What follows belongs to an exercise in optimizing a design on an open flow for small area; a production flow would make more cautious choices.
Where RTL was checked, it was by simulation tests only, not by an equivalence proof against the original.
No functional check of the RTL was part of run 3.
In every run shown here, the design's own scripts or RTL, not TritonCTS, make the clock network.
No driver is modelled on the clock port, so clock power and skew are understated where the tree is cut down; a real chip needs a root buffer or a tree.
Power and IR drop assume default switching activity.

==> design.v <==
`timescale 1ns/1ps
module mtm_Alu (
    input  wire clk,    
    input  wire rst_n,  
    input  wire sin,    
    output wire sout    
);
localparam [1:0] RX = 2'd0, CP = 2'd1, TX = 2'd2, TE = 2'd3;
reg  [1:0]  ph;
reg  [3:0]  bc;
reg  [3:0]  fc;
reg  [64:0] q;       
reg         p;       
reg         ls, rs;  
reg         sd;      
reg         dly;     
reg         t;       
reg  [3:0]  crc;     
reg         op2, op0;
reg         cf;      
wire rx = (ph == RX);
wire cp = (ph == CP);
wire tx = (ph == TX);
wire te = (ph == TE);
wire pay   = !bc[3];                 
wire b7    = (bc == 4'd7);
wire b8    = (bc == 4'd8);
wire full  = !fc[3] && fc[2] && fc[1];  
wire rend  = ph[1] && b7 && (ph[0] || fc[2]);    
wire a   = q[0] ^ p;
wire b   = q[32] ^ p;
wire c   = op2 ? (a ^ b ^ cf) : (op0 ? (a | b) : (a & b));
wire cfn = op2 & (((a ^ op0) & b) | (((a ^ op0) | b) & cf));
wire step = cp && rs && !dly;    
reg  tbit;
always @* begin
    if (te)
        case ({t && full, dly})
            2'b11:   tbit = 8'b11001001 >> bc[2:0];    
            2'b10:   tbit = 8'b10100101 >> bc[2:0];    
            default: tbit = 8'b10010011 >> bc[2:0];    
        endcase
    else if (fc[2])
        tbit = (bc[2:0] == 3'd0) ? 1'b0 : (bc[2:0] == 3'd4) ? (q[63] ^ p) :
               bc[2] ? crc[2] : cf;    
    else
        tbit = q[31] ^ p;
end
wire cd  = ph[1] ? tbit : (sin | (t && bc == 4'd0));    
wire cfb = cd ^ (ph[1] ? crc[2] : crc[3]);
wire crc_ok = (crc[2:0] == 3'd0) && !cfb;
wire push = rx && !t && (pay || (b8 && dly));
wire txsh = tx && pay && !fc[2];
wire up_n = ls && !push && !txsh;
reg  [1:0] ph_n;
reg  [3:0] bc_n, fc_n;
always @* begin
    ph_n = ph;
    fc_n = fc;
    if (rx && b8)
        bc_n = sin ? bc : 4'd15;
    else if (cp && !step)
        bc_n = bc;
    else
        bc_n = bc + 4'd1;
    if (b7 && (tx || step || (rx && !t)))    
        fc_n = fc + 4'd1;
    if (rx && b7 && (t || full)) begin
        if (t && full && !dly && crc_ok) begin
            ph_n = CP;
        end else begin
            ph_n = TE;
        end
    end
    if (step && b7 && fc[0])
        ph_n = TX;
    if (rend) begin
        ph_n = RX;
        fc_n = 4'd14;
    end
    if (!rst_n) begin
        ph_n = RX;
        bc_n = 4'd8;
        fc_n = 4'd14;
    end
end
wire cp_n   = cp && !(step && b7 && fc[0]);
wire push_n = rx && !t && ((!bc[3] && !b7) || (b7 && dly));
wire txsh_n = tx && !fc[2] && ((!bc[3] && !b7) || (bc == 4'd15));
wire ls_n   = push_n || txsh_n || (!cp_n && !up_n);
wire lo  = (dly ? sd : sin) ^ p;
wire hi  = 1'b0;
wire mid = step ? (c ^ p) : q[32];
integer i;
always @(posedge clk) begin
    p   <= !p;
    ls  <= ls_n;
    rs  <= !ls_n;
    ph  <= ph_n;
    bc  <= bc_n;
    fc  <= fc_n;
    q[0]  <= !((lo | rs) & (q[1] | ls));
    for (i = 1; i < 64; i = i + 1)
        if (i != 31) q[i] <= !((q[i-1] | rs) & (q[i+1] | ls));
    q[31] <= !((q[30] | rs) & (mid | ls));
    q[64] <= !((q[63] | rs) & (hi | ls));
    if (!cp && pay) crc <= {crc[2:0], 1'b0} ^ {2'b00, cfb, cfb};
    if (rend) crc <= 4'd0;
    if (rx) sd <= sin;
    if (rx) begin
        if (bc == 4'd15) t <= sin;
        if (b8) dly <= 1'b0;
        if (!t && bc == 4'd0) dly <= rs;    
        if (t && bc == 4'd2) dly <= sin;
        if (bc == 4'd1) op2 <= sin;    
        if (bc == 4'd3) op0 <= sin;
        cf <= 1'b0;
    end
    if (ph_n == CP) dly <= up_n;
    if (ph[1] && fc[2] && pay && bc[2:0] != 3'd0) begin    
        cf <= sd;
        sd <= t;
    end
    if (step) begin
        cf <= cfn;
        sd <= cf ^ cfn;
        t  <= t & !c;
    end
    if (!rst_n) begin
        p   <= 1'b0;
        ls  <= 1'b1;
        rs  <= 1'b0;
        crc <= 4'd0;
    end
end
assign sout = (rx || cp) || !((bc == 4'd14) || ((bc == 4'd15) && tx && !fc[2]) || (pay && !tbit));
endmodule
==> flow/run.sh <==
#!/bin/bash
# The standard layout (standard.sh, standard synthesis unchanged), with these changes:
#  - the port buffers are buf_1 cells;
#  - after clock tree synthesis, flow/clocktree.tcl replaces its tree by three clkbuf_16
#    buffers fed by the clock port, each driving the clock pins of a third of the
#    flip-flops (cut by position); the rest of the flow (routing, finish) is standard.
# Logs: standard_cts.log and standard.log (make's output), clocktree.log (OpenROAD's),
# and each ORFS step's full log under orfs/logs.
set -euo pipefail
export CTS_ARGS="-sink_clustering_enable -repair_clock_nets -dont_use_dummy_load"
export BUFFER_PORTS_ARGS="-buffer_cell sky130_fd_sc_hd__buf_1"
bash standard.sh cts > standard_cts.log 2>&1
R=orfs/results/${FLOW_PLATFORM}/mtm_Alu/base
LIB=$(ls ${FLOW_HOME}/platforms/${FLOW_PLATFORM}/lib/sky130_fd_sc_hd__tt_025C_1v80.lib) \
PLATFORM_DIR=${FLOW_HOME}/platforms/${FLOW_PLATFORM} \
IN_ODB=$R/4_cts.odb IN_SDC=$R/4_cts.sdc OUT_ODB=$R/4_cts_new.odb \
NBUF=3 BUFCELL=sky130_fd_sc_hd__clkbuf_16 \
  openroad -no_init -exit flow/clocktree.tcl > clocktree.log 2>&1
cp $R/4_cts_new.odb $R/4_1_cts.odb
sleep 1
cp $R/4_cts_new.odb $R/4_cts.odb
rm -f $R/4_cts_new.odb
bash standard.sh > standard.log 2>&1
==> flow/clocktree.tcl <==
# Rebuild the clock tree that CTS made: drive the flip-flop clock pins from NBUF buffers of
# type BUFCELL, all fed by the clock port's net. Reads and writes the odb given in env vars.
set lib $::env(LIB)
read_db $::env(IN_ODB)
read_liberty $lib
read_sdc $::env(IN_SDC)
source $::env(PLATFORM_DIR)/setRC.tcl
set block [ord::get_db_block]
set nbuf $::env(NBUF)
set bufcell $::env(BUFCELL)
set db [ord::get_db]
set master [$db findMaster $bufcell]
# the clock port's net
set clkbterm [$block findBTerm clk]
set rootnet [$clkbterm getNet]
# collect sinks: flip-flop clock pins reached through the CTS buffers
set sinks {}
set todo [list $rootnet]
set cts_bufs {}
set cts_nets {}
while {[llength $todo] > 0} {
  set net [lindex $todo 0]
  set todo [lrange $todo 1 end]
  foreach it [$net getITerms] {
    if {[$it isOutputSignal]} { continue }
    set inst [$it getInst]
    set mname [[$inst getMaster] getName]
    if {[string match "*clkbuf*" $mname] || [string match "*clkinv*" $mname]} {
      lappend cts_bufs $inst
      foreach o [$inst getITerms] {
        if {[$o isOutputSignal] && [$o getNet] ne "NULL"} {
          lappend todo [$o getNet]
          lappend cts_nets [$o getNet]
        }
      }
    } else {
      lappend sinks $it
    }
  }
}
puts "sinks [llength $sinks], old clock buffers [llength $cts_bufs]"
foreach it $sinks { $it disconnect }
foreach inst $cts_bufs { odb::dbInst_destroy $inst }
foreach net $cts_nets { odb::dbNet_destroy $net }
# order the sinks by position and cut them into nbuf groups
set pts {}
foreach it $sinks {
  set inst [$it getInst]
  set loc [$inst getLocation]
  lappend pts [list [lindex $loc 0] [lindex $loc 1] $it]
}
set n [llength $pts]
if {$nbuf == 2} {
  set pts [lsort -integer -index 0 $pts]
  set groups [list [lrange $pts 0 [expr {$n/2-1}]] [lrange $pts [expr {$n/2}] end]]
} elseif {$nbuf == 4} {
  set pts [lsort -integer -index 0 $pts]
  set h [expr {$n/2}]
  set groups {}
  foreach half [list [lrange $pts 0 [expr {$h-1}]] [lrange $pts $h end]] {
    set half [lsort -integer -index 1 $half]
    set m [llength $half]
    lappend groups [lrange $half 0 [expr {$m/2-1}]] [lrange $half [expr {$m/2}] end]
  }
} else {
  set pts [lsort -integer -index 0 $pts]
  set groups {}
  for {set g 0} {$g < $nbuf} {incr g} {
    lappend groups [lrange $pts [expr {$g*$n/$nbuf}] [expr {($g+1)*$n/$nbuf-1}]]
  }
}
set g 0
foreach grp $groups {
  set sx 0; set sy 0
  foreach p $grp { incr sx [lindex $p 0]; incr sy [lindex $p 1] }
  set cx [expr {$sx / [llength $grp]}]
  set cy [expr {$sy / [llength $grp]}]
  set inst [odb::dbInst_create $block $master "clkbuf_leaf_$g"]
  $inst setLocation $cx $cy
  $inst setPlacementStatus PLACED
  set net [odb::dbNet_create $block "clknet_leaf_$g"]
  $net setSigType CLOCK
  foreach it [$inst getITerms] {
    set mt [[$it getMTerm] getName]
    if {$mt eq "A"} { $it connect $rootnet }
    if {$mt eq "X"} { $it connect $net }
  }
  foreach p $grp { [lindex $p 2] connect $net }
  puts "leaf $g: [llength $grp] sinks at $cx $cy"
  incr g
}
detailed_placement
check_placement -verbose
estimate_parasitics -placement
report_clock_skew
set worst 0
foreach pin [all_registers -clock_pins -edge_triggered] {
  foreach edge {rise fall} {
    foreach a {min max} {
      set s [expr {[sta::time_ui_sta [get_property $pin slew_${a}_$edge]] * 1e12}]
      if {$s > $worst} { set worst $s }
    }
  }
}
puts "worst flip-flop clock pin slew (placement estimate): $worst ps"
report_check_types -max_slew -max_capacitance
write_db $::env(OUT_ODB)
==> standard.sh <==
#!/bin/bash
# synth_recipe.tcl (not shown) runs the flow's synth.tcl, then flattens the netlist and writes it again
# the make line also repeats each setting of config.mk as NAME=value (left out here)
make -C /OpenROAD-flow-scripts/flow DESIGN_CONFIG=/design/flow/config.mk WORK_HOME=/design/flow/orfs CLKGATE_MAP_FILE= SYNTH_SCRIPT=/design/flow/synth_recipe.tcl "${@:-finish}"
==> config.mk <==
export PLATFORM = sky130hd
export DESIGN_NAME = mtm_Alu
export DESIGN_NICKNAME = mtm_Alu
export VERILOG_FILES = /design/flow/design.v
export SDC_FILE = /design/flow/constraint.sdc
export NUM_CORES = 4
export LEC_CHECK = 0
export ABC_AREA = 1
export CAP_MARGIN = 20
export CORE_MARGIN = 2
export CORE_UTILIZATION = 70
export PLACE_DENSITY = 0.85
export SLEW_MARGIN = 20
==> constraint.sdc <==
create_clock -name core_clock -period 8.0 [get_ports {clk}]
set_input_delay 1.6000 -clock core_clock [delete_from_list [all_inputs] [get_ports {clk}]]
set_output_delay 1.6000 -clock core_clock [all_outputs]
set_load 0.01 [all_outputs]
==> summary.md, run 1 <==
| Metric | Value |
|---|---|
| DRC | `0` |
| Tot GR Track Use | `0.242` |
| Worst path required time | `6.40 ns` |
| Hold_sp | `q[64]` |
| Top cells by area, synth | `dfxtp_1 (48%), o22ai_1 (12%), edfxtp_1 (5.3%), nand2_1 (5.3%), inv_1 (5.2%)` |
| NumNets Final | `387` |
| Clock transition at path regs | `0.10 ns` |
| Max_cap viols | `0` |
| Post-cts sizing count | `0` |
| Core Box Area | `0.00469 mm²` |
| Crit end category | `primary output` |
| Top-area cell type share of the netlist area | `0.484` |
| Synth Flop Type | `dfxtp_1` |
| Setup TNS | `0 ns` |
| Mapped Cells | `384` |
| Peak supply drop | `0.293 mV` |
| Antenna violations before repair | `0` |
| Finished Layout Cells | `429` |
| P&R area growth vs syn | `2.80%` |
| Filler cell count | `365` |
| Area occupied by multi-input gates | `0.00132 mm²` |
| Share of post-route cells with drive strength above 1 | `0.0560` |
| Max Fclk | `286 MHz` |
| Synth warn | `1` |
| Remaining global-route overflow | `0` |
| Die Span Y | `73.6 µm` |
| Final worst slack | `4.50 ns` |
| Relative slew slack | `0.599` |
| FF/Latch Area | `0.00182 mm²` |
| Pwr/cell area | `355 mW/mm²` |
| Type of origin of the critical path | `register` |
| Buf/Inv on CP | `5` |
| Port bufs | `3` |
| Yosys top cell by area | `dfxtp_1` |
| RSZ-0062 raised after global routing | `no` |
| Die span in x | `73.6 µm` |
| Synth unique cells | `35` |
| Drt initial violations | `210` |
| Final period util | `0.437` |
| DP HPWL | `4.57 mm` |
| Place WS | `4.77 ns` |
| Num ports | `4` |
| Final Skew | `0.0107 ns` |
| Post-synth EDFFs | `6` |
| Post-CTS Hold Fix Bufs | `0` |
| DR pass1 iterations | `4` |
| Final number of hold-violating endpoints | `0` |
| Vias | `2575` |
| Starting Density | `0.723` |
| Row cnt | `25` |
| Die ar. | `0.00542 mm²` |
| Largest net degree at the start of global routing | `67` |
| Delay-heaviest family, CP | `buffers and inverters` |
| Flop and latch count out of synthesis | `88` |
| LEAKAGE | `0.00140 µW` |
| Crit path from | `bc[0]` |
| Vias/cell | `6.00` |
| Slowest-stage cell, CP | `dfxtp_1` |
| R2R Path Start | `bc[1]` |
| DRT antenna net count | `0` |
| CP Max Fanout | `6` |
| Top cell by count, worst path | `inv_1` |
| Worst endpoint data arrival time | `1.90 ns` |
| Worst Setup Path Type | `register to primary output` |
| Vias in the first global route | `2257` |
| Final WL | `6.47 mm` |
| Top cells by count, synth | `dfxtp_1 (82), o22ai_1 (64), nand2_1 (48)` |
| Share of flip-flops with an asynchronous set or reset | `0` |
| Worst path cell trace | `inv_1 -> ha_1 -> inv_1 -> nor2_1 -> inv_1 -> nand4_1 -> nand3_1 -> nand2_1 -> nand2_2 -> o32ai_1 -> inv_1 -> buf_1` |
| Run status | `complete, no violations` |
| Post-Place Cell Area | `0.00341 mm²` |
| Post-CTS Setup Bufs | `0` |
| Placed cell count | `426` |
| Worst hold path type | `register to register` |
| Count leader, synth | `dfxtp_1` |
| Post-synthesis sequential area ratio | `0.537` |
| First-pass GRT wire length | `10.2 mm` |
| RePlAce Congestion | `0.970` |
| Final Max Slew Viols | `0` |
| Mean area per synthesized cell | `8.84 µm²` |
| Synth Net Count | `394` |
| Final setup violation count | `0` |
| Worst skew pair latency | `0.17 ns` |
| Synthesized cell area | `0.00339 mm²` |
| # diodes | `0` |
| Post-route design area | `0.00349 mm²` |
| Critical path's largest stage delay | `0.36 ns` |
| Tightest Pin Transition | `0.601 ns` |
| Minimum clock period | `3.50 ns` |
| WHS | `0.416 ns` |
| Sink Count | `88` |
| DR WL/cell | `15.1 µm` |
-- metrics by stage --
step,util,total power [µW]
floorplan,-,980
global route,0.744,1310
detailed placement,0.728,1070
global placement,0.728,1050
CTS,0.754,1290
finish,0.744,1240
-- kinds of logic (layout without fill, tap and decap cells) --
group / count (synthesis) / in the layout / synth area share
AOI/OAI and AO/OA: 113 / 113 / 0.202
xor gates and xnor gates: 8 / 8 / 0.0206
adders and majority gates: 7 / 7 / 0.0258
buffers and inverters: 64 / 55 / 0.0745
DFF: 88 / 88 / 0.537
and+or+nand+nor: 104 / 104 / 0.140
-- state kept, by name, summed over array words and instances (netlist names), 2 cells and up --
signal and cells:
q 65, bc 4, crc 4, fc 4, ph 2
-- power breakdown --
part / switching (µW) / total, µW / internal (µW) / leakage [µW]
Sequential: 124 / 760 / 636 / 0.000747
Clock: 101 / 171 / 69.4 / 0.0000370
Combinational: 168 / 307 / 140 / 0.000616
Total: 393 / 1240 / 845 / 0.00140
-- worst reg2reg max path: stages, from the launching register on --
cell,delay [ns]
dfxtp_1,0.41
ha_1,0.26
nand2_1,0.09
nor2_1,0.17
inv_1,0.13
a211oi_2,0.21
inv_1,0.09
nor4_1,0.26
nand3_2,0.12
nand2_2,0.10
nand2_2,0.06
nand3_1,0.08
-- cell type report --
cell class              count  area share
well taps                  54      0.0194
multi-input cells         232       0.378
flip-flops and latches     88       0.523
inverters                  47      0.0506
plain buffers               3      0.0215
repair buffers              5     0.00753
-- cell usage in the layout (no fill, tap or decap), types with 2 or more instances in the layout --
| master | instances |
|---|---|
| buf_1 | 3 |
| nor2_1 | 21 |
| a211oi_1 | 2 |
| nand2_1 | 48 |
| nand3_1 | 14 |
| xor2_1 | 3 |
| nand2_2 | 5 |
| nor3_1 | 6 |
| edfxtp_1 | 6 |
| clkbuf_16 | 3 |
| o22ai_1 | 64 |
| buf_4 | 2 |
| dfxtp_2 | 2 |
| a21oi_1 | 20 |
| inv_1 | 47 |
| xnor2_1 | 5 |
| o21ai_0 | 17 |
| nand3_2 | 2 |
| ha_1 | 7 |
| dfxtp_1 | 80 |
| nand4_1 | 3 |
| o211ai_1 | 3 |
-- final timing paths --
kind	endpoint	slack [ns]	depth (start not counted)
worst min register to register	q[63]	0.42	1
worst max register to register	dly	5.77	11
worst min-delay path	q[63]	0.42	1
worst max-delay path	sout	4.50	12
-- metal layers --
layer | GRT usage | vias to the layer above | wire [µm]
met5 | 0 | - | 0
li1 | - | 1325 | -
met1 | 0.331 | 1177 | 3100
met2 | 0.401 | 65 | 3050
met3 | 0.0384 | 8 | 238
met4 | 0.0606 | 0 | 78
==> inputs of run 2 (changes only) <==
--- a/config.mk
+++ b/config.mk
@@ -8,6 +8,5 @@
 export ABC_AREA = 1
 export CAP_MARGIN = 20
 export CORE_MARGIN = 2
-export CORE_UTILIZATION = 70
-export PLACE_DENSITY = 0.85
+export CORE_UTILIZATION = 40
 export SLEW_MARGIN = 20
==> summary.md, run 2 <==
| Metric | Value |
|---|---|
| Run status | `complete, no violations` |
| WHS | `0.415 ns (-0.000988 ns)` |
| Share of post-route cells with drive strength above 1 | `0.0535 (-0.00252)` |
| Drt initial violations | `139 (-34%)` |
| Placed cell count | `476 (+12%)` |
| Yosys top cell by area | `dfxtp_1` |
| Post-cts sizing count | `0 (unchanged)` |
| Final setup violation count | `0 (unchanged)` |
| Synth Flop Type | `dfxtp_1` |
| Share of flip-flops with an asynchronous set or reset | `0 (unchanged)` |
| CP Max Fanout | `6 (unchanged)` |
| Row cnt | `33 (+32%)` |
| Max Fclk | `288 MHz (+0.63%)` |
| Slowest-stage cell, CP | `dfxtp_1` |
| Antenna violations before repair | `0 (unchanged)` |
| Worst hold path type | `register to register` |
| Die span in x | `96.1 µm (+31%)` |
| Vias | `2562 (-0.50%)` |
| Worst R2R End | `bc[2]` |
| Num ports | `4 (unchanged)` |
| Hold_sp | `q[64]` |
| Minimum clock period | `3.48 ns (-0.0221 ns)` |
| Core Box Area | `0.00822 mm² (+75%)` |
| Buf/Inv on CP | `5 (unchanged)` |
| Synth unique cells | `35 (unchanged)` |
| Relative slew slack | `0.578 (-0.0211)` |
| Worst path required time | `6.40 ns (about the same)` |
| Setup slack, reg-to-reg | `5.74 ns (-0.03 ns)` |
| DRT antenna net count | `0 (unchanged)` |
| Delay-heaviest family, CP | `buffers and inverters` |
| Worst Setup Path Type | `register to primary output` |
| P&R area growth vs syn | `4.53%` |
| Layout Utilization | `0.432 (-0.312)` |
| NumNets Final | `386 (-0.26%)` |
| Starting Density | `0.413 (-0.310)` |
| Commonest non-fill, non-tap cell in the layout | `dfxtp_1` |
| Commonest non-fill, non-tap cells in the layout | `dfxtp_1 (80), o22ai_1 (64), nand2_1 (48)` |
| Post-CTS Setup Bufs | `0 (unchanged)` |
| Finished Layout Cells | `479 (+12%)` |
| DP HPWL | `4.56 mm (-0.33%)` |
| Biggest register | `q` |
| Largest net degree at the start of global routing | `68 (+1.5%)` |
| Remaining global-route overflow | `0 (unchanged)` |
| R2R Path Start | `rs` |
| Worst path cell trace | `inv_1 -> ha_1 -> inv_1 -> nor2_1 -> inv_1 -> nand4_1 -> nand3_1 -> nand2_1 -> nand2_2 -> o32ai_1 -> inv_1 -> buf_1` |
| Synth Net Count | `394 (unchanged)` |
| Mapped Cells | `384 (unchanged)` |
| DR pass1 iterations | `5 (+1)` |
| Die ar. | `0.00924 mm² (+70%)` |
| Synth warn | `1 (unchanged)` |
| Worst skew pair latency | `0.17 ns (about the same)` |
| Critical path's largest stage delay | `0.37 ns (about the same)` |
| Filler cell count | `833 (+130%)` |
| Final period util | `0.435 (-0.00276)` |
| Tightest Pin Transition | `0.633 ns (+0.0316 ns)` |
| R2r worst-path depth | `9 (-2)` |
| Final number of hold-violating endpoints | `0 (unchanged)` |
| Hold path endpoint | `q[63]` |
| RSZ-0062 raised after global routing | `no` |
| Worst Hold Depth | `1 (unchanged)` |
| Crit end category | `primary output` |
| Post-synth EDFFs | `6 (unchanged)` |
| Flop and latch count out of synthesis | `88 (unchanged)` |
| Clock transition at path regs | `0.11 ns (about the same)` |
| Top cell by count, worst path | `inv_1` |
| Mean area per synthesized cell | `8.84 µm² (unchanged)` |
| Max reg flops | `65 (unchanged)` |
| # diodes | `0 (unchanged)` |
| Final WL | `6.54 mm (+1.2%)` |
| Post-synthesis sequential area ratio | `0.537 (unchanged)` |
| Port bufs | `3 (unchanged)` |
| DR WL/cell | `13.7 µm (-9.4%)` |
| Setup TNS | `0 ns (unchanged)` |
| Pwr/cell area | `348 mW/mm² (-2.0%)` |
| First-pass GRT wire length | `10.9 mm (+6.6%)` |
| Final Max Slew Viols | `0 (unchanged)` |
| Max_cap viols | `0 (unchanged)` |
| Top cells by area, synth | `dfxtp_1 (48%), o22ai_1 (12%), edfxtp_1 (5.3%), nand2_1 (5.3%), inv_1 (5.2%)` |
| Die Span Y | `96.1 µm (+31%)` |
| Vias/cell | `5.35 (-11%)` |
| Worst endpoint data arrival time | `1.88 ns (-0.02 ns)` |
| Top-area cell type share of the netlist area | `0.484 (unchanged)` |
| Type of origin of the critical path | `register` |
| Sink Count | `88 (unchanged)` |
| Count leader, synth | `dfxtp_1` |
| Top cells by count, synth | `dfxtp_1 (82), o22ai_1 (64), nand2_1 (48)` |
| Tot GR Track Use | `0.146 (-0.0952)` |
| RePlAce Congestion | `0.962 (-0.78%)` |
| Peak supply drop | `0.215 mV (-27%)` |
| Final Skew | `0.00764 ns (-0.00305 ns)` |
| Synthesized cell area | `0.00339 mm² (unchanged)` |
| LEAKAGE | `0.00140 µW (-0.30%)` |
| Post-CTS Hold Fix Bufs | `0 (unchanged)` |
| DRC | `0 (unchanged)` |
| Vias in the first global route | `2365 (+4.8%)` |
[run 2: layout make-up]
cell class,count,area [µm²],area share
multi-input combinational,232,1320,0.372
tap,105,131,0.0370
sequential,88,1830,0.515
buffer,3,75.1,0.0212
timing repair buffer,4,18.8,0.00529
inverter,47,176,0.0497
[run 2: logic make-up after synthesis]
logic type | share of synthesized area
and+or+nand+nor | 0.140
xor gates and xnor gates | 0.0206
adders and majority gates | 0.0258
DFF | 0.537
buffers and inverters | 0.0745
AOI/OAI and AO/OA | 0.202
[run 2: power by group]
group          leakage, µW  total, µW  internal, µW  switching (µW)
clock network    0.0000370        175          69.5             106
logic             0.000612        285           139             146
registers         0.000748        773           636             137
total              0.00140       1230           844             389
[run 2: worst max-delay path by stage]
stage          startpoint    to  depth (start not counted)
2_1_floorplan       bc[0]  sout                         11
3_3_place_gp        bc[0]  sout                         12
3_5_place_dp        bc[0]  sout                         12
4_1_cts             bc[0]  sout                         12
5_1_grt             bc[0]  sout                         12
6_report            bc[0]  sout                         12
[run 2: metal layers]
| metal | vias to the layer above | routed length [µm] | track usage | part of all wire |
|---|---|---|---|---|
| met5 | - | 0 | 0 | 0 |
| li1 | 1318 | - | - | - |
| met3 | 0 | 256 | 0.0243 | 0.039 |
| met4 | 0 | 0 | 0.0214 | 0 |
| met2 | 55 | 2950 | 0.229 | 0.45 |
| met1 | 1189 | 3330 | 0.217 | 0.51 |
[run 2: metrics by stage]
stage | setup slack (ns) | power [µW] | cell area (µm²)
6_report | 4.52 | 1230 | 3550
5_1_grt | 4.36 | 1310 | 3550
4_1_cts | 4.38 | 1300 | 3590
3_5_place_dp | 4.77 | 1060 | 3470
3_3_place_gp | 4.79 | 1050 | 3470
2_1_floorplan | 5.05 | 980 | 3390
==> inputs of run 3 (changes only) <==
--- a/design.v
+++ b/design.v
@@ -63,7 +63,7 @@
         bc_n = bc;
     else
         bc_n = bc + 4'd1;
-    if (b7 && (tx || step || (rx && !t)))    
+    if (b7 && (ph[1] || step || (rx && !t)))    
         fc_n = fc + 4'd1;
     if (rx && b7 && (t || full)) begin
         if (t && full && !dly && crc_ok) begin
@@ -114,8 +114,8 @@
         if (t && bc == 4'd2) dly <= sin;
         if (bc == 4'd1) op2 <= sin;    
         if (bc == 4'd3) op0 <= sin;
-        cf <= 1'b0;
     end
+    if (cp && !step) cf <= 1'b0;    
     if (ph_n == CP) dly <= up_n;
     if (ph[1] && fc[2] && pay && bc[2:0] != 3'd0) begin    
         cf <= sd;
==> summary.md, run 3 <==
| Metric | Value |
|---|---|
| Run status | `complete, no violations` |
| Synth Flop Type | `dfxtp_1` |
| Vias in the first global route | `2370 (+0.21%)` |
| Tot GR Track Use | `0.150 (+0.00335)` |
| Clock transition at path regs | `0.11 ns (about the same)` |
| DRC | `0 (unchanged)` |
| Max reg flops | `65 (unchanged)` |
| Core Box Area | `0.00826 mm² (+0.50%)` |
| R2r worst-path depth | `9 (unchanged)` |
| Yosys top cell by area | `dfxtp_1` |
| Port bufs | `3 (unchanged)` |
| Total Power | `1230 µW (-0.61%)` |
| Final period util | `0.433 (-0.00157)` |
| Row cnt | `33 (unchanged)` |
| Vias | `2519 (-1.7%)` |
| Share of flip-flops with an asynchronous set or reset | `0 (unchanged)` |
| Post-CTS Setup Bufs | `0 (unchanged)` |
| # diodes | `0 (unchanged)` |
| Minimum clock period | `3.46 ns (-0.0126 ns)` |
| Sink Count | `88 (unchanged)` |
| Worst Setup Path Type | `register to primary output` |
| Tightest Pin Transition | `0.631 ns (-0.00154 ns)` |
| Worst skew pair latency | `0.17 ns (about the same)` |
| Final setup violation count | `0 (unchanged)` |
| Biggest register | `q` |
| First-pass GRT wire length | `11.0 mm (+0.76%)` |
| Remaining global-route overflow | `0 (unchanged)` |
| DR pass1 iterations | `4 (-1)` |
| Top cells by count, synth | `dfxtp_1 (82), o22ai_1 (64), nand2_1 (50)` |
| CP Max Fanout | `6 (unchanged)` |
| Crit end category | `primary output` |
| Synth unique cells | `34 (-2.9%)` |
| Largest net degree at the start of global routing | `68 (unchanged)` |
| Mapped Cells | `384 (unchanged)` |
| Mean area per synthesized cell | `8.89 µm² (+0.52%)` |
| Critical Path Sink | `sout` |
| Max Fclk | `289 MHz (+0.36%)` |
| Count leader, synth | `dfxtp_1` |
| Starting Density | `0.413 (about the same)` |
| Pwr/cell area | `343 mW/mm² (-1.3%)` |
| NumNets Final | `386 (unchanged)` |
| DRT antenna net count | `0 (unchanged)` |
| Worst R2R End | `dly` |
| Setup TNS | `0 ns (unchanged)` |
| Type of origin of the critical path | `register` |
| Final worst slack | `4.54 ns (+0.0126 ns)` |
| DR WL/cell | `13.6 µm (-0.57%)` |
| Die ar. | `0.00929 mm² (+0.50%)` |
| Synth warn | `1 (unchanged)` |
| Worst hold path type | `register to register` |
| Post-route design area | `0.00357 mm² (+0.74%)` |
| Place WS | `4.75 ns (-0.0201 ns)` |
| Drt initial violations | `116 (-17%)` |
| Max_cap viols | `0 (unchanged)` |
| Post-CTS Hold Fix Bufs | `0 (unchanged)` |
| Worst endpoint data arrival time | `1.86 ns (-0.02 ns)` |
| Worst path cell trace | `inv_1 -> ha_1 -> inv_1 -> nor2_1 -> inv_1 -> nand4_1 -> nand3_1 -> nand2_1 -> nand2_2 -> o21ai_0 -> inv_1 -> buf_1` |
| Flop and latch count out of synthesis | `88 (unchanged)` |
| Setup slack, reg-to-reg | `5.82 ns (+0.08 ns)` |
| Post-cts sizing count | `0 (unchanged)` |
| Worst path required time | `6.40 ns (about the same)` |
| Slowest-stage cell, CP | `dfxtp_1` |
| Antenna violations before repair | `0 (unchanged)` |
| Die Span Y | `96.4 µm (+0.25%)` |
| Final Max Slew Viols | `0 (unchanged)` |
| Die span in x | `96.4 µm (+0.25%)` |
| Final number of hold-violating endpoints | `0 (unchanged)` |
| LEAKAGE | `0.00141 µW (+1.3%)` |
| Post-synth EDFFs | `6 (unchanged)` |
| Critical path's largest stage delay | `0.36 ns (about the same)` |
| Vias/cell | `5.26 (-1.7%)` |
| Synthesized cell area | `0.00341 mm² (+0.52%)` |
| Commonest non-fill, non-tap cells in the layout | `dfxtp_1 (80), o22ai_1 (64), nand2_1 (50)` |
| P&R area growth vs syn | `4.77%` |
| Relative slew slack | `0.579 (+0.00103)` |
| RePlAce Congestion | `0.916 (-4.8%)` |
| Crit path from | `bc[0]` |
| Post-synthesis sequential area ratio | `0.534 (-0.00276)` |
| Num ports | `4 (unchanged)` |
| Synth Net Count | `394 (unchanged)` |
| Final WL | `6.51 mm (-0.57%)` |
| Post-Place Cell Area | `0.00350 mm² (+0.76%)` |
| DP HPWL | `4.66 mm (+2.2%)` |
| Top-area cell type share of the netlist area | `0.481 (-0.00248)` |
| Final Skew | `0.00507 ns (-0.00256 ns)` |
| Top cell by count, worst path | `inv_1` |
| Share of post-route cells with drive strength above 1 | `0.0695 (+0.0160)` |
| Top cells by area, synth | `dfxtp_1 (48%), o22ai_1 (12%), nand2_1 (5.5%), edfxtp_1 (5.3%), inv_1 (5.1%)` |
| Commonest non-fill, non-tap cell in the layout | `dfxtp_1` |
| Peak supply drop | `0.198 mV (-8.2%)` |
| WHS | `0.435 ns (+0.0199 ns)` |
| R2R Path Start | `bc[0]` |
| RSZ-0062 raised after global routing | `no` |
-- run 3: worst min-delay path by stage --
stage                     startpoint     to  slack (ns)  cells after the start
final                          q[64]  q[63]        0.43                      1
after global routing           q[64]  q[63]        0.44                      1
after CTS                      q[61]  q[60]        0.43                      1
after detailed placement       q[64]  q[63]        0.42                      1
after global placement         q[64]  q[63]        0.39                      1
after floorplan                q[64]  q[63]        0.39                      1
-- run 3: worst max-delay path, delay by kind of cell (launching register included) --
family | cells | cell delay, ns
buffers and inverters | 5 | 0.51
AND/OR/NAND/NOR | 5 | 0.48
flip-flops | 1 | 0.36
adder cells (fa/ha/maj) | 1 | 0.19
AO/OA/AOI/OAI | 1 | 0.14
-- run 3: power by group --
part | switching [µW] | internal (µW) | total [µW]
Sequential | 136 | 636 | 772
Combinational | 145 | 135 | 280
Clock | 105 | 69.5 | 174
Total | 385 | 840 | 1230
-- run 3: cell type report --
class                           count  area [µm²]
Sequential cell                    88        1830
Fill cell                         855        4680
Tap cell                          105         131
Multi-Input combinational cell    231        1340
Timing Repair Buffer                4        18.8
Buffer                              3        75.1
Inverter                           48         180
-- run 3: metal layers --
layer | track usage | wire (µm)
met1 | 0.207 | 3240
met2 | 0.248 | 3030
met3 | 0.0243 | 173
met4 | 0.0305 | 62
met5 | 0 | 0
-- run 3: metrics by stage --
step,std cells,util
2_1_floorplan,384,-
3_3_place_gp,476,0.423
3_5_place_dp,476,0.423
4_1_cts,485,0.438
5_1_grt,479,0.433
6_report,479,0.433
-- run 3: logic make-up after synthesis --
kind of cell / after synthesis / share of synthesized area
xor+xnor: 7 / 0.0180
buf+inv: 65 / 0.0726
fa+ha+maj: 7 / 0.0257
simple gates: 102 / 0.142
compound gates: 115 / 0.208
flops: 88 / 0.534
==> inputs of run 4 (changes only) <==
--- a/design.v
+++ b/design.v
@@ -63,7 +63,7 @@
         bc_n = bc;
     else
         bc_n = bc + 4'd1;
-    if (b7 && (ph[1] || step || (rx && !t)))    
+    if (b7 && (tx || step || (rx && !t)))    
         fc_n = fc + 4'd1;
     if (rx && b7 && (t || full)) begin
         if (t && full && !dly && crc_ok) begin
@@ -114,8 +114,8 @@
         if (t && bc == 4'd2) dly <= sin;
         if (bc == 4'd1) op2 <= sin;    
         if (bc == 4'd3) op0 <= sin;
+        cf <= 1'b0;
     end
-    if (cp && !step) cf <= 1'b0;    
     if (ph_n == CP) dly <= up_n;
     if (ph[1] && fc[2] && pay && bc[2:0] != 3'd0) begin    
         cf <= sd;
--- a/config.mk
+++ b/config.mk
@@ -6,7 +6,8 @@
 export NUM_CORES = 4
 export LEC_CHECK = 0
 export ABC_AREA = 1
-export CAP_MARGIN = 20
+export CAP_MARGIN = 0
 export CORE_MARGIN = 2
 export CORE_UTILIZATION = 40
-export SLEW_MARGIN = 20
+export GPL_TIMING_DRIVEN = 0
+export SLEW_MARGIN = 0
==> summary.md, run 4 <==
| Metric | Value |
|---|---|
| Synth unique cells | `35 (+2.9%)` |
| Largest net degree at the start of global routing | `31 (-54%)` |
| Sw Share | `0.312 (-0.00230)` |
| Clock power share | `0.142 (about the same)` |
| Vias in the first global route | `2389 (+0.80%)` |
| Synth Net Count | `394 (unchanged)` |
| P_sw | `385 µW (about the same)` |
| Placed cell count | `492 (+3.4%)` |
| Remaining global-route overflow | `0 (unchanged)` |
| Num ports | `4 (unchanged)` |
| Final setup violation count | `0 (unchanged)` |
| Final WL | `6.35 mm (-2.5%)` |
| Crit end category | `primary output` |
| Synth warn | `1 (unchanged)` |
| Top cells by count, synth | `dfxtp_1 (82), o22ai_1 (64), nand2_1 (48)` |
| Max reg flops | `65 (unchanged)` |
| Sink Count | `88 (unchanged)` |
| Int Power | `849 µW (+0.99%)` |
| Vias | `2558 (+1.5%)` |
| NumNets Final | `402 (+4.1%)` |
| Share of flip-flops with an asynchronous set or reset | `0 (unchanged)` |
| Power share of the sequential group | `0.607 (-0.023)` |
| Mean area per synthesized cell | `8.84 µm² (-0.51%)` |
| Row cnt | `33 (unchanged)` |
| Post-CTS Setup Bufs | `0 (unchanged)` |
| Core Box Area | `0.00822 mm² (-0.50%)` |
| Logic pwr share | `0.250 (+0.022)` |
| Tightest Pin Transition | `0.586 ns (-0.0454 ns)` |
| Final Max Slew Viols | `0 (unchanged)` |
| Post-synth EDFFs | `6 (unchanged)` |
| LEAKAGE | `0.00142 µW (+0.46%)` |
| DP HPWL | `4.76 mm (+2.2%)` |
| Post-cts sizing count | `0 (unchanged)` |
| Starting Density | `0.413 (about the same)` |
| RSZ-0062 raised after global routing | `no` |
| DRC | `0 (unchanged)` |
| Vias/cell | `5.17 (-1.7%)` |
| Global route hottest layer | `met2` |
| Biggest register | `q` |
| Die span in x | `96.1 µm (-0.25%)` |
| Setup TNS | `0 ns (unchanged)` |
| Post-CTS Hold Fix Bufs | `0 (unchanged)` |
| Tot GR Track Use | `0.149 (-0.00128)` |
| WHS | `0.417 ns (-0.0181 ns)` |
| Minimum clock period | `3.52 ns (+0.0562 ns)` |
| # diodes | `0 (unchanged)` |
| Post-synthesis sequential area ratio | `0.537 (+0.00276)` |
| Port bufs | `3 (unchanged)` |
| Worst endpoint data arrival time | `1.92 ns (+0.06 ns)` |
| Met1 Track Usage GR | `0.206 (-0.000674)` |
| Top cells by area, synth | `dfxtp_1 (48%), o22ai_1 (12%), edfxtp_1 (5.3%), nand2_1 (5.3%), inv_1 (5.2%)` |
| Worst skew pair latency | `0.17 ns (about the same)` |
| Final number of hold-violating endpoints | `0 (unchanged)` |
| Drt initial violations | `146 (+26%)` |
| DR pass1 iterations | `4 (unchanged)` |
| Synth Flop Type | `dfxtp_1` |
| Commonest non-fill, non-tap cell in the layout | `dfxtp_1` |
| Final Skew | `0.0130 ns (+0.00791 ns)` |
| Final worst slack | `4.48 ns (-0.0562 ns)` |
| P&R area growth vs syn | `6.41%` |
| Count leader, synth | `dfxtp_1` |
| Peak supply drop | `0.239 mV (+21%)` |
| Antenna violations before repair | `0 (unchanged)` |
| Area occupied by multi-input gates | `0.00132 mm² (-1.7%)` |
| Met3 Use GR | `0.0282 (+0.00392)` |
| Share of post-route cells with drive strength above 1 | `0.0513 (-0.0182)` |
| Mapped Cells | `384 (unchanged)` |
| Synthesized cell area | `0.00339 mm² (-0.51%)` |
| Top-area cell type share of the netlist area | `0.484 (+0.00248)` |
| Max Fclk | `284 MHz (-1.6%)` |
| Filler cell count | `813 (-4.9%)` |
| CP Max Fanout | `6 (unchanged)` |
| Worst Setup Path Type | `register to primary output` |
| Place WS | `4.67 ns (-0.0813 ns)` |
| RePlAce Congestion | `0.939 (+2.5%)` |
| Worst path required time | `6.40 ns (about the same)` |
| Relative slew slack | `0.605 (+0.0253)` |
| Worst hold path type | `register to register` |
| Met2 usage | `0.237 (-0.0116)` |
| Die Span Y | `96.1 µm (-0.25%)` |
| Max_cap viols | `0 (unchanged)` |
| Post-route design area | `0.00361 mm² (+1.0%)` |
| Commonest non-fill, non-tap cells in the layout | `dfxtp_1 (82), o22ai_1 (64), nand2_1 (48)` |
| First-pass GRT wire length | `11.0 mm (+0.19%)` |
| Die ar. | `0.00924 mm² (-0.50%)` |
| FF/Latch Area | `0.00182 mm² (-0.27%)` |
| Final period util | `0.440 (+0.00703)` |
| Yosys top cell by area | `dfxtp_1` |
| Run status | `complete, no violations` |
| Post-Place Cell Area | `0.00354 mm² (+1.1%)` |
| DRT antenna net count | `0 (unchanged)` |
| Flop and latch count out of synthesis | `88 (unchanged)` |
| Clock transition at path regs | `0.10 ns (about the same)` |
| DR WL/cell | `12.8 µm (-5.6%)` |
| Pwr/cell area | `342 mW/mm² (-0.39%)` |
| Type of origin of the critical path | `register` |
| Finished Layout Cells | `495 (+3.3%)` |
==> run 4: kinds of logic (layout without fill, tap and decap cells) <==
| kind of cell | after synthesis | in the layout | synth area share |
|---|---|---|---|
| AOI/OAI and AO/OA | 113 | 113 | 0.202 |
| and+or+nand+nor | 104 | 104 | 0.140 |
| DFF | 88 | 88 | 0.537 |
| buffers and inverters | 64 | 70 | 0.0745 |
| xor gates and xnor gates | 8 | 8 | 0.0206 |
| adders and majority gates | 7 | 7 | 0.0258 |
==> run 4: worst paths after layout <==
path | startpoint | to | slack, ns | cells after the start
worst max register to register | bc[0] | dly | 5.83 | 9
worst min-delay path | q[64] | q[63] | 0.42 | 1
worst max-delay path | bc[0] | sout | 4.48 | 12
worst min register to register | q[64] | q[63] | 0.42 | 1
==> run 4: power by group through the flow <==
| stage | registers [µW] | clock network, µW | logic (µW) |
|---|---|---|---|
| after floorplan | 724 | 0 | 256 |
| after global placement | 755 | 0 | 302 |
| after detailed placement | 758 | 0 | 310 |
| final | 750 | 176 | 309 |
| after CTS | 749 | 246 | 311 |
| after global routing | 772 | 199 | 359 |
==> run 4: final cells by class <==
| class | count | area share |
|---|---|---|
| plain buffers | 20 | 0.0419 |
| inverters | 47 | 0.0488 |
| multi-input cells | 232 | 0.365 |
| flip-flops and latches | 88 | 0.504 |
| well taps | 105 | 0.0364 |
| repair buffers | 3 | 0.00312 |
==> run 4: worst max-delay path, stage by stage, from the launching register on <==
cell     delay, ns
dfxtp_1       0.36
inv_1         0.16
ha_1          0.21
inv_1         0.09
nor2_1        0.19
inv_1         0.08
nand4_1       0.09
nand3_1       0.07
nand2_1       0.07
nand2_2       0.08
o32ai_1       0.15
inv_1         0.07
buf_1         0.13
==> run 4: layer usage <==
layer / share of wire / wire, µm
met1: 0.51 / 3260
met2: 0.44 / 2820
met3: 0.029 / 182
met4: 0.013 / 80
met5: 0 / 0
==> run 4: metrics by stage <==
stage	util	power, µW
2_1_floorplan	-	980
3_3_place_gp	0.430	1060
3_5_place_dp	0.430	1070
4_1_cts	0.446	1310
5_1_grt	0.440	1330
6_report	0.440	1230
==> inputs of run 5 (changes only) <==
--- a/config.mk
+++ b/config.mk
@@ -9,5 +9,4 @@
 export CAP_MARGIN = 0
 export CORE_MARGIN = 2
 export CORE_UTILIZATION = 40
-export GPL_TIMING_DRIVEN = 0
 export SLEW_MARGIN = 0
==> summary.md, run 5 <==
| Metric | Value |
|---|---|
| Run status | `complete, no violations` |
| Simple-Gate Fraction of Synth Area | `0.140 (unchanged)` |
| Max Fclk | `288 MHz (+1.3%)` |
| Post-Synth XOR/XNOR Area | `0.0206 (unchanged)` |
| LEAKAGE | `0.00140 µW (-1.8%)` |
| Slowest-stage cell, CP | `dfxtp_1` |
| Area occupied by multi-input gates | `0.00132 mm² (unchanged)` |
| Top cells by count, synth | `dfxtp_1 (82), o22ai_1 (64), nand2_1 (48)` |
| Delay-heaviest family, CP | `buffers and inverters` |
| Worst Setup Path Type | `register to primary output` |
| Peak supply drop | `0.215 mV (-10%)` |
| Share of flip-flops with an asynchronous set or reset | `0 (unchanged)` |
| Worst path cell trace | `inv_1 -> ha_1 -> inv_1 -> nor2_1 -> inv_1 -> nand4_1 -> nand3_1 -> nand2_1 -> nand2_2 -> o32ai_1 -> inv_1 -> buf_1` |
| Largest family of logic cells by synthesized area | `compound AO/OA/AOI/OAI gates` |
| Synth Flop Type | `dfxtp_1` |
| DR pass1 iterations | `5 (+1)` |
| Drt initial violations | `139 (-4.8%)` |
| Filler cell count | `834 (+2.6%)` |
| R2r worst-path depth | `9 (unchanged)` |
| Count leader, synth | `dfxtp_1` |
| Critical path's largest stage delay | `0.37 ns (about the same)` |
| Final WL | `6.54 mm (+3.0%)` |
| Type of origin of the critical path | `register` |
| Synthesized cell area | `0.00339 mm² (unchanged)` |
| Antenna violations before repair | `0 (unchanged)` |
| Crit path from | `bc[0]` |
| DR WL/cell | `13.6 µm (+6.5%)` |
| Mux contribution to synthesized area | `0 (unchanged)` |
| Post-route design area | `0.00355 mm² (-1.8%)` |
| Post-synth EDFFs | `6 (unchanged)` |
| Setup slack, reg-to-reg | `5.73 ns (-0.10 ns)` |
| Post-Place Cell Area | `0.00347 mm² (-1.9%)` |
| Tightest Pin Transition | `1.12 ns (+0.534 ns)` |
| Post-CTS Setup Bufs | `0 (unchanged)` |
| Die span in x | `96.1 µm (unchanged)` |
| Worst skew pair latency | `0.17 ns (about the same)` |
| Worst Hold Depth | `1 (unchanged)` |
| FF/Latch Area | `0.00182 mm² (+0.14%)` |
| Hold path endpoint | `q[63]` |
| Post-CTS Hold Fix Bufs | `0 (unchanged)` |
| DP HPWL | `4.56 mm (-4.3%)` |
| Commonest non-fill, non-tap cell in the layout | `dfxtp_1` |
| Flop and latch count out of synthesis | `88 (unchanged)` |
| Minimum clock period | `3.48 ns (-0.0437 ns)` |
| Mapped Cells | `384 (unchanged)` |
| Clock transition at path regs | `0.11 ns (about the same)` |
| Core Box Area | `0.00822 mm² (unchanged)` |
| Max reg flops | `65 (unchanged)` |
| Vias | `2558 (unchanged)` |
| Sink Count | `88 (unchanged)` |
| Layout Utilization | `0.432 (-0.00807)` |
| Worst R2R End | `bc[2]` |
| Post-synthesis sequential area ratio | `0.537 (unchanged)` |
| First-pass GRT wire length | `10.9 mm (-0.94%)` |
| RePlAce Congestion | `0.962 (+2.4%)` |
| Final Skew | `0.00765 ns (-0.00533 ns)` |
| Top-area cell type share of the netlist area | `0.484 (unchanged)` |
| Synth Area in Compound Gates | `0.202 (unchanged)` |
| WHS | `0.415 ns (-0.00184 ns)` |
| Final setup violation count | `0 (unchanged)` |
| Die ar. | `0.00924 mm² (unchanged)` |
| Worst endpoint data arrival time | `1.88 ns (-0.04 ns)` |
| R2R Path Start | `rs` |
| Post-cts sizing count | `0 (unchanged)` |
| Biggest register | `q` |
| Final number of hold-violating endpoints | `0 (unchanged)` |
| Yosys top cell by area | `dfxtp_1` |
| Buf/Inv on CP | `5 (unchanged)` |
| RSZ-0062 raised after global routing | `no` |
| Vias/cell | `5.34 (+3.3%)` |
| Starting Density | `0.413 (unchanged)` |
| Fraction of the mapped netlist area in adder cells | `0.0258 (unchanged)` |
| NumNets Final | `386 (-4.0%)` |
| Largest net degree at the start of global routing | `68 (+120%)` |
| Setup TNS | `0 ns (unchanged)` |
| Synth unique cells | `35 (unchanged)` |
| Share of post-route cells with drive strength above 1 | `0.0535 (+0.00219)` |
| Port bufs | `3 (unchanged)` |
| Final period util | `0.435 (-0.00546)` |
| DRC | `0 (unchanged)` |
| Mean area per synthesized cell | `8.84 µm² (unchanged)` |
| Relative slew slack | `0.254 (-0.351)` |
| Crit end category | `primary output` |
| Top cells by area, synth | `dfxtp_1 (48%), o22ai_1 (12%), edfxtp_1 (5.3%), nand2_1 (5.3%), inv_1 (5.2%)` |
| Max_cap viols | `0 (unchanged)` |
| P&R area growth vs syn | `4.46%` |
| Top cell by count, worst path | `inv_1` |
| Worst path required time | `6.40 ns (about the same)` |
| Hold_sp | `q[64]` |
| Remaining global-route overflow | `0 (unchanged)` |
| Row cnt | `33 (unchanged)` |
| CP Max Fanout | `6 (unchanged)` |
| DRT antenna net count | `0 (unchanged)` |
| Synth warn | `1 (unchanged)` |
| Final Max Slew Viols | `0 (unchanged)` |
| Die Span Y | `96.1 µm (unchanged)` |
| Num ports | `4 (unchanged)` |
| Vias in the first global route | `2365 (-1.0%)` |
| Tot GR Track Use | `0.146 (-0.00207)` |
| Worst hold path type | `register to register` |
| Commonest non-fill, non-tap cells in the layout | `dfxtp_1 (80), o22ai_1 (64), nand2_1 (48)` |
| Pwr/cell area | `348 mW/mm² (+1.9%)` |
| # diodes | `0 (unchanged)` |
| Synth Net Count | `394 (unchanged)` |
-- run 5: cell types whose count changed in the layout (fill, tap and decap cells not counted) --
cell      change
buf_6         -1
buf_2         -1
dfxtp_2       +2
clkbuf_1     -11
buf_1         -3
dfxtp_1       -2
-- run 5: worst reg2reg max path, cell delays in order (launching register included) --
cell     delay, ns
dfxtp_2       0.32
buf_4         0.51
nand3_1       0.42
inv_1         0.28
nor3_1        0.07
inv_1         0.09
o21ai_2       0.10
nor2_1        0.12
xor2_1        0.16
a21oi_1       0.09
-- run 5: worst max-delay path by stage --
stage	end	slack [ns]	cells past startpoint
finish	sout	4.52	12
detailed placement	sout	4.77	12
floorplan	sout	5.05	11
global placement	sout	4.79	12
global route	sout	4.36	12
CTS	sout	4.38	12
-- run 5: cell families after synthesis --
logic type	count (synthesis)
buffers and inverters	64
and+or+nand+nor	104
adders and majority gates	7
xor gates and xnor gates	8
AOI/OAI and AO/OA	113
DFF	88
-- run 5: cell type report --
cell class                      instances  area share
Multi-Input combinational cell        232       0.372
Tap cell                              105      0.0371
Timing Repair Buffer                    4     0.00529
Inverter                               47      0.0498
Sequential cell                        88       0.514
Buffer                                  3      0.0212
-- run 5: layer usage --
metal	vias to the layer above	global-route usage	routed length (µm)
met2	55	0.229	2950
met5	-	0	0
met3	0	0.0243	256
met1	1186	0.217	3330
met4	0	0.0214	0
li1	1317	-	-
-- run 5: stage by stage --
step	total power (µW)	instances	setup WS, ns
2_1_floorplan	980	384	5.05
4_1_cts	1300	485	4.38
3_3_place_gp	1050	476	4.79
5_1_grt	1310	479	4.36
6_report	1230	479	4.52
3_5_place_dp	1060	476	4.77
-- run 5: report_power, final --
group	total, µW	switching [µW]	internal (µW)
sequential	773	137	636
clock	175	106	69.5
combinational	285	146	139
total	1230	389	844
==> inputs of run 6 (changes only) <==
--- a/design.v
+++ b/design.v
@@ -40,17 +40,16 @@
             2'b10:   tbit = 8'b10100101 >> bc[2:0];    
             default: tbit = 8'b10010011 >> bc[2:0];    
         endcase
-    else if (fc[2])
-        tbit = (bc[2:0] == 3'd0) ? 1'b0 : (bc[2:0] == 3'd4) ? (q[63] ^ p) :
-               bc[2] ? crc[2] : cf;    
+    else if (fc[2] && bc[2] && bc[1:0] != 2'd0)
+        tbit = crc[2];
     else
-        tbit = q[31] ^ p;
+        tbit = q[31] ^ p;    
 end
 wire cd  = ph[1] ? tbit : (sin | (t && bc == 4'd0));    
 wire cfb = cd ^ (ph[1] ? crc[2] : crc[3]);
 wire crc_ok = (crc[2:0] == 3'd0) && !cfb;
 wire push = rx && !t && (pay || (b8 && dly));
-wire txsh = tx && pay && !fc[2];
+wire txsh = tx && pay;
 wire up_n = ls && !push && !txsh;
 reg  [1:0] ph_n;
 reg  [3:0] bc_n, fc_n;
@@ -86,9 +85,18 @@
 end
 wire cp_n   = cp && !(step && b7 && fc[0]);
 wire push_n = rx && !t && ((!bc[3] && !b7) || (b7 && dly));
-wire txsh_n = tx && !fc[2] && ((!bc[3] && !b7) || (bc == 4'd15));
+wire txsh_n = tx && ((!bc[3] && !b7) || (bc == 4'd15));
 wire ls_n   = push_n || txsh_n || (!cp_n && !up_n);
-wire lo  = (dly ? sd : sin) ^ p;
+reg  flagv;
+always @*
+    case (bc[2:0])
+        3'd1:    flagv = cf;
+        3'd2:    flagv = sd;
+        3'd3:    flagv = t;
+        3'd4:    flagv = q[35] ^ p;
+        default: flagv = 1'b0;
+    endcase
+wire lo  = (tx ? flagv : dly ? sd : sin) ^ p;
 wire hi  = 1'b0;
 wire mid = step ? (c ^ p) : q[32];
 integer i;
@@ -117,10 +125,6 @@
         cf <= 1'b0;
     end
     if (ph_n == CP) dly <= up_n;
-    if (ph[1] && fc[2] && pay && bc[2:0] != 3'd0) begin    
-        cf <= sd;
-        sd <= t;
-    end
     if (step) begin
         cf <= cfn;
         sd <= cf ^ cfn;
--- a/config.mk
+++ b/config.mk
@@ -6,7 +6,7 @@
 export NUM_CORES = 4
 export LEC_CHECK = 0
 export ABC_AREA = 1
-export CAP_MARGIN = 0
+export CAP_MARGIN = 20
 export CORE_MARGIN = 2
 export CORE_UTILIZATION = 40
-export SLEW_MARGIN = 0
+export SLEW_MARGIN = 20
==> summary.md, run 6 <==
| Metric | Value |
|---|---|
| First-pass GRT wire length | `10.7 mm (-1.6%)` |
| Largest net degree at the start of global routing | `68 (unchanged)` |
| Post-synth EDFFs | `6 (unchanged)` |
| Int Power | `848 µW (+0.43%)` |
| Drt initial violations | `101 (-27%)` |
| Share of flip-flops with an asynchronous set or reset | `0 (unchanged)` |
| NumNets Final | `383 (-0.78%)` |
| Worst Setup Path Type | `register to primary output` |
| Starting Density | `0.414 (+0.00127)` |
| Clock transition at path regs | `0.12 ns (about the same)` |
| DRT antenna net count | `0 (unchanged)` |
| Final Skew | `0.0163 ns (+0.00861 ns)` |
| Vias | `2496 (-2.4%)` |
| Commonest non-fill, non-tap cells in the layout | `dfxtp_1 (80), o22ai_1 (63), nand2_1 (49)` |
| Sw Share | `0.318 (+0.00272)` |
| Port bufs | `3 (unchanged)` |
| Worst hold path type | `register to register` |
| DR pass1 iterations | `4 (-1)` |
| Share of post-route cells with drive strength above 1 | `0.0757 (+0.0222)` |
| Clock power share | `0.141 (about the same)` |
| Synth Flop Type | `dfxtp_1` |
| # diodes | `0 (unchanged)` |
| Peak supply drop | `0.244 mV (+13%)` |
| Post-CTS Setup Bufs | `0 (unchanged)` |
| Hold path endpoint | `q[63]` |
| Worst endpoint data arrival time | `1.83 ns (-0.05 ns)` |
| Tot GR Track Use | `0.144 (-0.00239)` |
| Post-CTS Hold Fix Bufs | `0 (unchanged)` |
| Post-route design area | `0.00357 mm² (+0.74%)` |
| Post-synthesis sequential area ratio | `0.532 (-0.00432)` |
| Vias/cell | `5.25 (-1.6%)` |
| Hold_sp | `q[64]` |
| Top cells by count, synth | `dfxtp_1 (82), o22ai_1 (63), nand2_1 (49)` |
| Worst R2R End | `dly` |
| Synth Net Count | `392 (-0.51%)` |
| DRC | `0 (unchanged)` |
| Yosys top cell by area | `dfxtp_1` |
| Final WL | `6.26 mm (-4.3%)` |
| Run status | `complete, no violations` |
| P_sw | `396 µW (+1.7%)` |
| Final period util | `0.429 (-0.00557)` |
| Vias in the first global route | `2317 (-2.0%)` |
| Type of origin of the critical path | `register` |
| Mean area per synthesized cell | `8.98 µm² (+1.6%)` |
| Final number of hold-violating endpoints | `0 (unchanged)` |
| Die Span Y | `96.5 µm (+0.39%)` |
| Power share of the sequential group | `0.640 (+0.014)` |
| Worst skew pair latency | `0.17 ns (about the same)` |
| R2r worst-path depth | `11 (+2)` |
| Max reg flops | `65 (unchanged)` |
| Synth unique cells | `37 (+5.7%)` |
| Flop and latch count out of synthesis | `88 (unchanged)` |
| Post-Place Cell Area | `0.00349 mm² (+0.61%)` |
| Sink Count | `88 (unchanged)` |
| Crit end category | `primary output` |
| Count leader, synth | `dfxtp_1` |
| Worst path required time | `6.40 ns (about the same)` |
| DR WL/cell | `13.2 µm (-3.4%)` |
| Pwr/cell area | `348 mW/mm² (about the same)` |
| Die ar. | `0.00931 mm² (+0.78%)` |
| Max_cap viols | `0 (unchanged)` |
| Top-area cell type share of the netlist area | `0.480 (-0.00389)` |
| RePlAce Congestion | `0.836 (-13%)` |
| CP Max Fanout | `5 (-1)` |
| Commonest non-fill, non-tap cell in the layout | `dfxtp_1` |
| Relative slew slack | `0.579 (+0.325)` |
| Setup slack, reg-to-reg | `5.78 ns (+0.05 ns)` |
| RSZ-0062 raised after global routing | `no` |
| Max Fclk | `291 MHz (+1.3%)` |
| LEAKAGE | `0.00142 µW (+1.6%)` |
| Final Max Slew Viols | `0 (unchanged)` |
| DP HPWL | `4.43 mm (-2.9%)` |
| Mapped Cells | `381 (-0.78%)` |
| Num ports | `4 (unchanged)` |
| Top cells by area, synth | `dfxtp_1 (48%), o22ai_1 (12%), nand2_1 (5.4%), edfxtp_1 (5.3%), inv_1 (4.6%)` |
| R2R Path Start | `bc[1]` |
| Minimum clock period | `3.43 ns (-0.0446 ns)` |
| Tightest Pin Transition | `0.632 ns (-0.487 ns)` |
| Post-cts sizing count | `0 (unchanged)` |
| Core Box Area | `0.00826 mm² (+0.50%)` |
| Biggest register | `q` |
| Worst Hold Depth | `1 (unchanged)` |
| Antenna violations before repair | `0 (unchanged)` |
| Row cnt | `33 (unchanged)` |
| Final setup violation count | `0 (unchanged)` |
| P&R area growth vs syn | `4.39% (about the same)` |
| Die span in x | `96.5 µm (+0.39%)` |
| Synthesized cell area | `0.00342 mm² (+0.81%)` |
| Remaining global-route overflow | `0 (unchanged)` |
| Setup TNS | `0 ns (unchanged)` |
| Logic pwr share | `0.219 (-0.012)` |
| Synth warn | `1 (unchanged)` |
-- run 6: area by class of cell --
type | count | area [µm²]
Tap cell | 105 | 131
Buffer | 3 | 75.1
Sequential cell | 88 | 1830
Fill cell | 837 | 4690
Timing Repair Buffer | 3 | 11.3
Multi-Input combinational cell | 230 | 1350
Inverter | 46 | 173
-- run 6: cells by family after synthesis --
group           count (synthesis)  share of synthesized area
compound gates                117                      0.219
xor+xnor                        3                    0.00768
fa+ha+maj                       9                     0.0322
buf+inv                        63                     0.0724
flops                          88                      0.532
simple gates                  101                      0.136
-- run 6: routing by layer --
layer	track usage	vias to the layer above	routed length (µm)
met5	0	-	0
met4	0.0387	0	78
met3	0.0240	9	139
met2	0.233	24	2800
met1	0.200	1137	3240
li1	-	1326	-
-- run 6: through the flow --
stage / setup WS (ns) / instances / utilization / total power, µW / hold slack [ns]
6_report: 4.57 / 475 / 0.433 / 1240 / 0.419
5_1_grt: 4.29 / 475 / 0.433 / 1330 / 0.439
4_1_cts: 4.41 / 481 / 0.438 / 1310 / 0.417
3_5_place_dp: 4.78 / 472 / 0.423 / 1080 / 0.410
3_3_place_gp: 4.82 / 472 / 0.423 / 1070 / 0.396
2_1_floorplan: 5.00 / 381 / - / 998 / 0.388
-- run 6: worst max-delay path, stage by stage, from the launching register on --
cell and delay, ns:
dfxtp_1 0.43, inv_1 0.13, ha_1 0.23, nor4_1 0.26, nor2_1 0.08, nand2_1 0.06
nand2_1 0.04, inv_1 0.07, nand2_2 0.06, o22ai_1 0.12, inv_1 0.05, buf_1 0.12
-- run 6: power groups by stage --
stage	Sequential (µW)	Combinational [µW]	Clock (µW)
after floorplan	723	275	0
after global placement	802	267	0
after detailed placement	806	272	0
after CTS	796	275	243
after global routing	824	314	198
final	796	273	176
-- run 6: how the worst max path moves through the flow --
stage / from / endpoint / slack [ns] / cells after the start
6_report: bc[1] / sout / 4.57 / 11
5_1_grt: bc[0] / sout / 4.29 / 12
4_1_cts: bc[0] / sout / 4.41 / 11
3_5_place_dp: bc[0] / sout / 4.78 / 11
3_3_place_gp: bc[0] / sout / 4.82 / 11
2_1_floorplan: bc[0] / sout / 5.00 / 10

afterwards: timing with drivers on the ports:
How much do the figures lean on ideal ports? The routed layouts below were timed once more, with nothing changed but the port constraints.
Step 1, drivers: a clkbuf_16 drives clk and a buf_2 each remaining input, both assumed.
Step 2 also shifts input and output timing later by t, the mid clock arrival at the registers, as if the neighbouring blocks saw the same clock.
a / b / c = ideal / step 1 / step 2; a / b = the first two.
run	t, ns	setup WS [ns]	slew at the worst register clock pin (ns)
run 1	0.217	4.502 / 4.445 / 4.662	0.11 / 0.11
run 2	0.219	4.524 / 4.469 / 4.688	0.11 / 0.11
run 3	0.223	4.536 / 4.477 / 4.700	0.11 / 0.11
run 4	0.227	4.480 / 4.419 / 4.646	0.11 / 0.11
run 5	0.219	4.524 / 4.469 / 4.688	0.11 / 0.11
run 6	0.223	4.568 / 4.511 / 4.734	0.12 / 0.12
After both steps setup and hold are still met in every run listed.
